From an optimization exercise on the open Yosys and OpenROAD flow, aimed at small area, a short achievable clock period and few clock cycles per item; shortcuts taken in it are not production practice.
Function was checked by simulation only, so behaviour that the tests miss may differ from the original.
The flow treats the clock pin as an ideal source. Dropping or thinning the clock tree relies on that and would not hold on a real chip.
Power and IR drop assume default switching activity.

== exp/juniper ==
==> flow/design.v <==
module AEC(clk, rst, ascii_in, ready, valid, result);
input clk;
input rst;
input ready;
input [7:0] ascii_in;
output valid;
output [6:0] result;
localparam [3:0] OP_NOP  = 4'b0000;     
localparam [3:0] OP_EQ   = 4'b0010;
localparam [3:0] OP_LP   = 4'b0001;     
localparam [3:0] OP_LPT  = 4'b0011;     
localparam [3:0] OP_RP   = 4'b0100;
localparam [3:0] OP_MUL  = 4'b0110;
localparam [3:0] OP_ADD  = 4'b1000;
localparam [3:0] OP_SUB  = 4'b1001;
reg       c_dig;
reg [3:0] c_v;
wire is_eq  = ~c_dig & (c_v == OP_EQ);
wire is_lp  = ~c_dig & ~c_v[3] & c_v[0];
wire is_lpt = ~c_dig & ~c_v[3] & c_v[1] & c_v[0];
wire is_rp  = ~c_dig & (c_v == OP_RP);
wire is_as  = ~c_dig & c_v[3];
wire is_sub = ~c_dig & c_v[3] & c_v[0];
wire is_open = ~c_dig & ~c_v[3] & ~c_v[2] & (c_v[0] | ~c_v[1]);   
wire a_grp = ~ascii_in[6] & ~ascii_in[4];           
wire a_num = ~ascii_in[6] &  ascii_in[4] & ~(ascii_in[3] & ascii_in[2]);
wire a_eq  = ~ascii_in[6] &  ascii_in[4] &   ascii_in[3] & ascii_in[2];
wire a_dig = ascii_in[6] | a_num;
wire [3:0] a_val = ascii_in[6] ? ascii_in[3:0] + 4'd9 : ascii_in[3:0];
reg  [3:0] a_op;
always @* begin
    case (ascii_in[2:0])
        3'b000:  a_op = is_open ? OP_LPT : OP_LP;
        3'b001:  a_op = OP_RP;
        3'b010:  a_op = OP_MUL;
        3'b011:  a_op = OP_ADD;
        default: a_op = OP_SUB;
    endcase
    if (!a_grp)
        a_op = a_eq ? OP_EQ : OP_NOP;
end
reg       out_v;
reg       clr;
always @(posedge clk) begin
    if (rst || is_eq || out_v) begin
        c_dig <= 1'b0;
        c_v   <= OP_NOP;
    end else begin
        c_dig <= a_dig;
        c_v   <= a_dig ? a_val : a_op;
    end
end
reg [6:0] S, M;
reg [6:0] mark;                  
reg [1:0] sp;                    
reg [6:0] DS0, DS1, DS2;         
reg [6:0] DK1, DK2;
reg [6:0] K;
wire [6:0] ctxK = (sp == 2'd1) ? 7'd1 : (sp == 2'd2) ? DK1 : DK2;
wire [6:0] ctxS = (sp == 2'd1) ? DS0 : (sp == 2'd2) ? DS1 : DS2;
wire [6:0] sum  = S + M;
wire [6:0] pp0 = c_v[0] ? M : 7'd0;
wire [6:0] pp1 = c_v[1] ? {M[5:0], 1'b0} : 7'd0;
wire [6:0] pp2 = c_v[2] ? {M[4:0], 2'b0} : 7'd0;
wire [6:0] pp3 = c_v[3] ? {M[3:0], 3'b0} : 7'd0;
wire [6:0] prod = (pp0 + pp1) + (pp2 + pp3);
wire push = is_lp & ~is_lpt;
wire pop  = is_rp & ~mark[0];
always @(posedge clk) begin
    if (clr) begin
        S <= 7'd0;
        M <= 7'd1;
        K <= 7'd1;
        sp <= 2'd0;
    end else begin
        if (c_dig)
            M <= prod;
        if (is_eq)
            S <= sum;
        if (is_as) begin
            S <= sum;
            M <= is_sub ? -K : K;
        end
        if (push) begin
            S <= 7'd0;
            K <= M;
            sp <= sp + 2'd1;
        end
        if (is_rp) begin
            S <= pop ? ctxS : 7'd0;
            M <= sum;
        end
        if (pop) begin
            sp <= sp - 2'd1;
            K <= ctxK;
        end
    end
end
always @(posedge clk) begin
    if (is_lp)
        mark <= {mark[5:0], is_lpt};
    else if (is_rp)
        mark <= {1'b0, mark[6:1]};
end
always @(posedge clk) begin
    if (push) begin
        if (sp == 2'd0) DS0 <= S;
        if (sp == 2'd1) begin DS1 <= S; DK1 <= K; end
        if (sp == 2'd2) begin DS2 <= S; DK2 <= K; end
    end
end
always @(posedge clk) begin
    out_v <= is_eq & ~rst;
    clr <= is_eq | rst;
end
assign valid = out_v;
assign result = S;
endmodule
clock: 10.0 ns
lec_check: 0
cap_margin: 20
core_margin: 2
core_utilization: 40
slew_margin: 20
standard.sh (not shown) runs the stock make flow with config.mk's settings and CLKGATE_MAP_FILE= SYNTH_SCRIPT=/design/flow/synth_recipe.tcl, a recipe that flattens the netlist after the stock synthesis.
==> flow/flow/run.sh <==
#!/bin/bash
# Standard ORFS layout, with:
#  - synthesis leaving adders to ABC (area script) instead of mapping them
#    onto the library's full/half-adder cells; same registers,
#  - ports buffered with buf_4 cells,
#  - a tighter setup target for repair_timing,
#  - the clock distributed by flow/cts_hook.tcl (one level of equal
#    buffers) instead of TritonCTS's two-level tree.
# Clock period and SDC are unchanged.
set -euo pipefail
bash standard.sh SETUP_SLACK_MARGIN=${MARGIN:-7.35} ADDER_MAP_FILE= ABC_AREA=1 \
  PRE_CTS_TCL=$PWD/flow/cts_hook.tcl \
  "BUFFER_PORTS_ARGS=-buffer_cell sky130_fd_sc_hd__buf_4" finish > std_flow.log 2>&1
==> flow/flow/cts_hook.tcl <==
# Clock distribution in place of TritonCTS's tree, sourced by ORFS's cts.tcl
# as its PRE_CTS_TCL hook. The design has well under a hundred flip-flops,
# for which the H-tree gives two buffer levels; here the clock port drives
# CLKBUF_COUNT buffers of one size directly, each driving one group of
# flip-flops (the sinks sorted by x and cut into groups of equal size), so
# every register sees one buffer of the same kind and a similar load. The
# rest of cts.tcl (placement legalisation, repair_timing) runs as usual.
set cb_count [expr {[info exists ::env(CLKBUF_COUNT)] ? $::env(CLKBUF_COUNT) : 3}]
set cb_cell [expr {[info exists ::env(CLKBUF_CELL)] ? $::env(CLKBUF_CELL) : "sky130_fd_sc_hd__clkbuf_16"}]

set cb_db [ord::get_db]
set cb_block [ord::get_db_block]
set cb_master [$cb_db findMaster $cb_cell]
set cb_port [get_full_name [lindex [get_property [lindex [all_clocks] 0] sources] 0]]
set cb_net [[$cb_block findBTerm $cb_port] getNet]

proc cb_x { it } { return [lindex [[$it getInst] getLocation] 0] }
set cb_sinks [lsort -command {apply {{a b} {expr {[cb_x $a] - [cb_x $b]}}}} [$cb_net getITerms]]
set cb_n [llength $cb_sinks]
puts "clock distribution: $cb_n sinks, $cb_count x $cb_cell"

for {set g 0} {$g < $cb_count} {incr g} {
  set net [odb::dbNet_create $cb_block clknet_g$g]
  $net setSigType CLOCK
  set inst [odb::dbInst_create $cb_block $cb_master clkbuf_g$g]
  set lo [expr {$g * $cb_n / $cb_count}]
  set hi [expr {($g + 1) * $cb_n / $cb_count}]
  set sx 0
  set sy 0
  for {set k $lo} {$k < $hi} {incr k} {
    set it [lindex $cb_sinks $k]
    set loc [[$it getInst] getLocation]
    set sx [expr {$sx + [lindex $loc 0]}]
    set sy [expr {$sy + [lindex $loc 1]}]
    $it disconnect
    $it connect $net
  }
  set cnt [expr {$hi - $lo}]
  $inst setLocation [expr {$sx / $cnt}] [expr {$sy / $cnt}]
  $inst setPlacementStatus PLACED
  [$inst findITerm A] connect $cb_net
  [$inst findITerm X] connect $net
  puts "  clkbuf_g$g drives $cnt sinks"
}

set_propagated_clock [all_clocks]

# cts.tcl calls clock_tree_synthesis next: the clock is already distributed.
rename clock_tree_synthesis orig_clock_tree_synthesis
proc clock_tree_synthesis { args } {
  puts "clock_tree_synthesis skipped: clock distributed by cts_hook.tcl"
}
Per the final summary, exp/juniper finished and its layout is clean on timing, DRC and antenna.
Testbench counts of exp/juniper, summed over its fixed seeds: cycles 45,688, items 4,000.
Inputs modified between exp/juniper and exp/umber:
--- a/flow/flow/run.sh
+++ b/flow/flow/run.sh
@@ -11 +11 @@
-bash standard.sh SETUP_SLACK_MARGIN=${MARGIN:-7.35} ADDER_MAP_FILE= ABC_AREA=1 \
+bash standard.sh SETUP_SLACK_MARGIN=${MARGIN:-7.3} ADDER_MAP_FILE= ABC_AREA=1 \
--- a/flow/flow/cts_hook.tcl
+++ b/flow/flow/cts_hook.tcl
@@ -8 +8 @@
-set cb_count [expr {[info exists ::env(CLKBUF_COUNT)] ? $::env(CLKBUF_COUNT) : 3}]
+set cb_count [expr {[info exists ::env(CLKBUF_COUNT)] ? $::env(CLKBUF_COUNT) : 4}]
## What came out
Compared exp/umber vs exp/juniper, and static leakage is down in exp/umber. As far as number of buffers added on ports goes, exp/juniper and exp/umber are indistinguishable; the numbers are identical. Number of filler cells placed in the layout (exp/umber over exp/juniper): increase, about 1%. Going from exp/juniper to exp/umber, total power held steady, final worst-path setup slack shrank by 25 ps, post-route minimum period grew by 25 ps, sequential share of layout area grew by 0.88 points. Routed wire length: exp/umber < exp/juniper. Relative to exp/juniper, the part of the total power dissipated in combinational logic of exp/umber is lower by 2.9 points.
diff inputs: exp/umber => exp/violet
--- a/flow/flow/run.sh
+++ b/flow/flow/run.sh
@@ -11 +11 @@
-bash standard.sh SETUP_SLACK_MARGIN=${MARGIN:-7.3} ADDER_MAP_FILE= ABC_AREA=1 \
+bash standard.sh SETUP_SLACK_MARGIN=${MARGIN:-7.3} ADDER_MAP_FILE= ABC_AREA=1 CAP_MARGIN=0 SLEW_MARGIN=0 \
--- a/flow/flow/cts_hook.tcl
+++ b/flow/flow/cts_hook.tcl
@@ -8 +8 @@
-set cb_count [expr {[info exists ::env(CLKBUF_COUNT)] ? $::env(CLKBUF_COUNT) : 4}]
+set cb_count [expr {[info exists ::env(CLKBUF_COUNT)] ? $::env(CLKBUF_COUNT) : 3}]
### Flow results
exp/violet improves on exp/umber in power. Comparing the two runs side by side, exp/violet comes out behind exp/umber on hold slack. Taking exp/umber as the reference, in exp/violet sequential share of layout area saw an increase, number of setup violations in the final report saw little to no change. Comparing exp/violet and exp/umber, the lower power share of the clock group is on exp/violet.
### exp/violet -> exp/delta
--- a/flow/flow/run.sh
+++ b/flow/flow/run.sh
@@ -11 +11 @@
-bash standard.sh SETUP_SLACK_MARGIN=${MARGIN:-7.3} ADDER_MAP_FILE= ABC_AREA=1 CAP_MARGIN=0 SLEW_MARGIN=0 \
+bash standard.sh SETUP_SLACK_MARGIN=${MARGIN:-7.45} ADDER_MAP_FILE= ABC_AREA=1 \
## What came out
| hold slack | exp/delta vs exp/violet | 8.4 ps lower |. Of exp/violet and exp/delta, exp/violet shows the lower power, with exp/delta above it. Met2 layer wire length in the routed design: exp/delta vs exp/violet up 180 um. Looking at global-route wire length before repair, exp/delta sits about 1.4% higher than exp/violet does. Relative max-transition margin | exp/delta above exp/violet. Critical path depth came out higher on exp/delta than on exp/violet. Measured against each other, exp/violet and exp/delta differ in required time of the critical path, the higher figure coming from exp/delta. Run comparison: exp/delta slowest library cell on the worst path sky130_fd_sc_hd__or2_4; exp/violet slowest library cell on the worst path sky130_fd_sc_hd__dfxtp_4. Per the comparison of exp/delta with exp/violet, final period demand of the worst path now larger; maximum frequency saw a decrease; final clock skew was more or less identical.
No run of this note takes its clock network from TritonCTS; it comes from the design's own scripts or RTL.

==> port drivers added, routing unchanged <==
In the flow no input, the clock included, has a driving cell. The finished layouts below were timed again as built, in two steps.
Step 1: set_driving_cell puts a clkbuf_16 on clk and a buf_2 on each other input, an assumption about the parent block.
Step 2, shift: input delay + t, output delay - t, t = (earliest + latest rising clock arrival at the registers) / 2. This alone moves slack from input paths to output paths.
Three values: ideal ports, drivers, drivers and shift; two values: the first two.
run	t (ns)	setup slack, ns	worst setup path after step 2	worst data-port slew with drivers (ns)	pins driven straight from the clock port
exp/juniper	0.215	7.331 / 7.300 / 7.144	input to register	0.05	3
exp/umber	0.216	7.306 / 7.252 / 7.134	input to register	0.05	4
exp/violet	0.214	7.324 / 7.265 / 7.137	input to register	0.04	3
exp/delta	0.215	7.305 / 7.300 / 7.116	input to register	0.05	3
After both steps setup and hold are still met in every run listed. For exp/delta, which loses most, drivers alone change the setup slack by -0.005 ns; drivers and shift together by -0.189 ns.
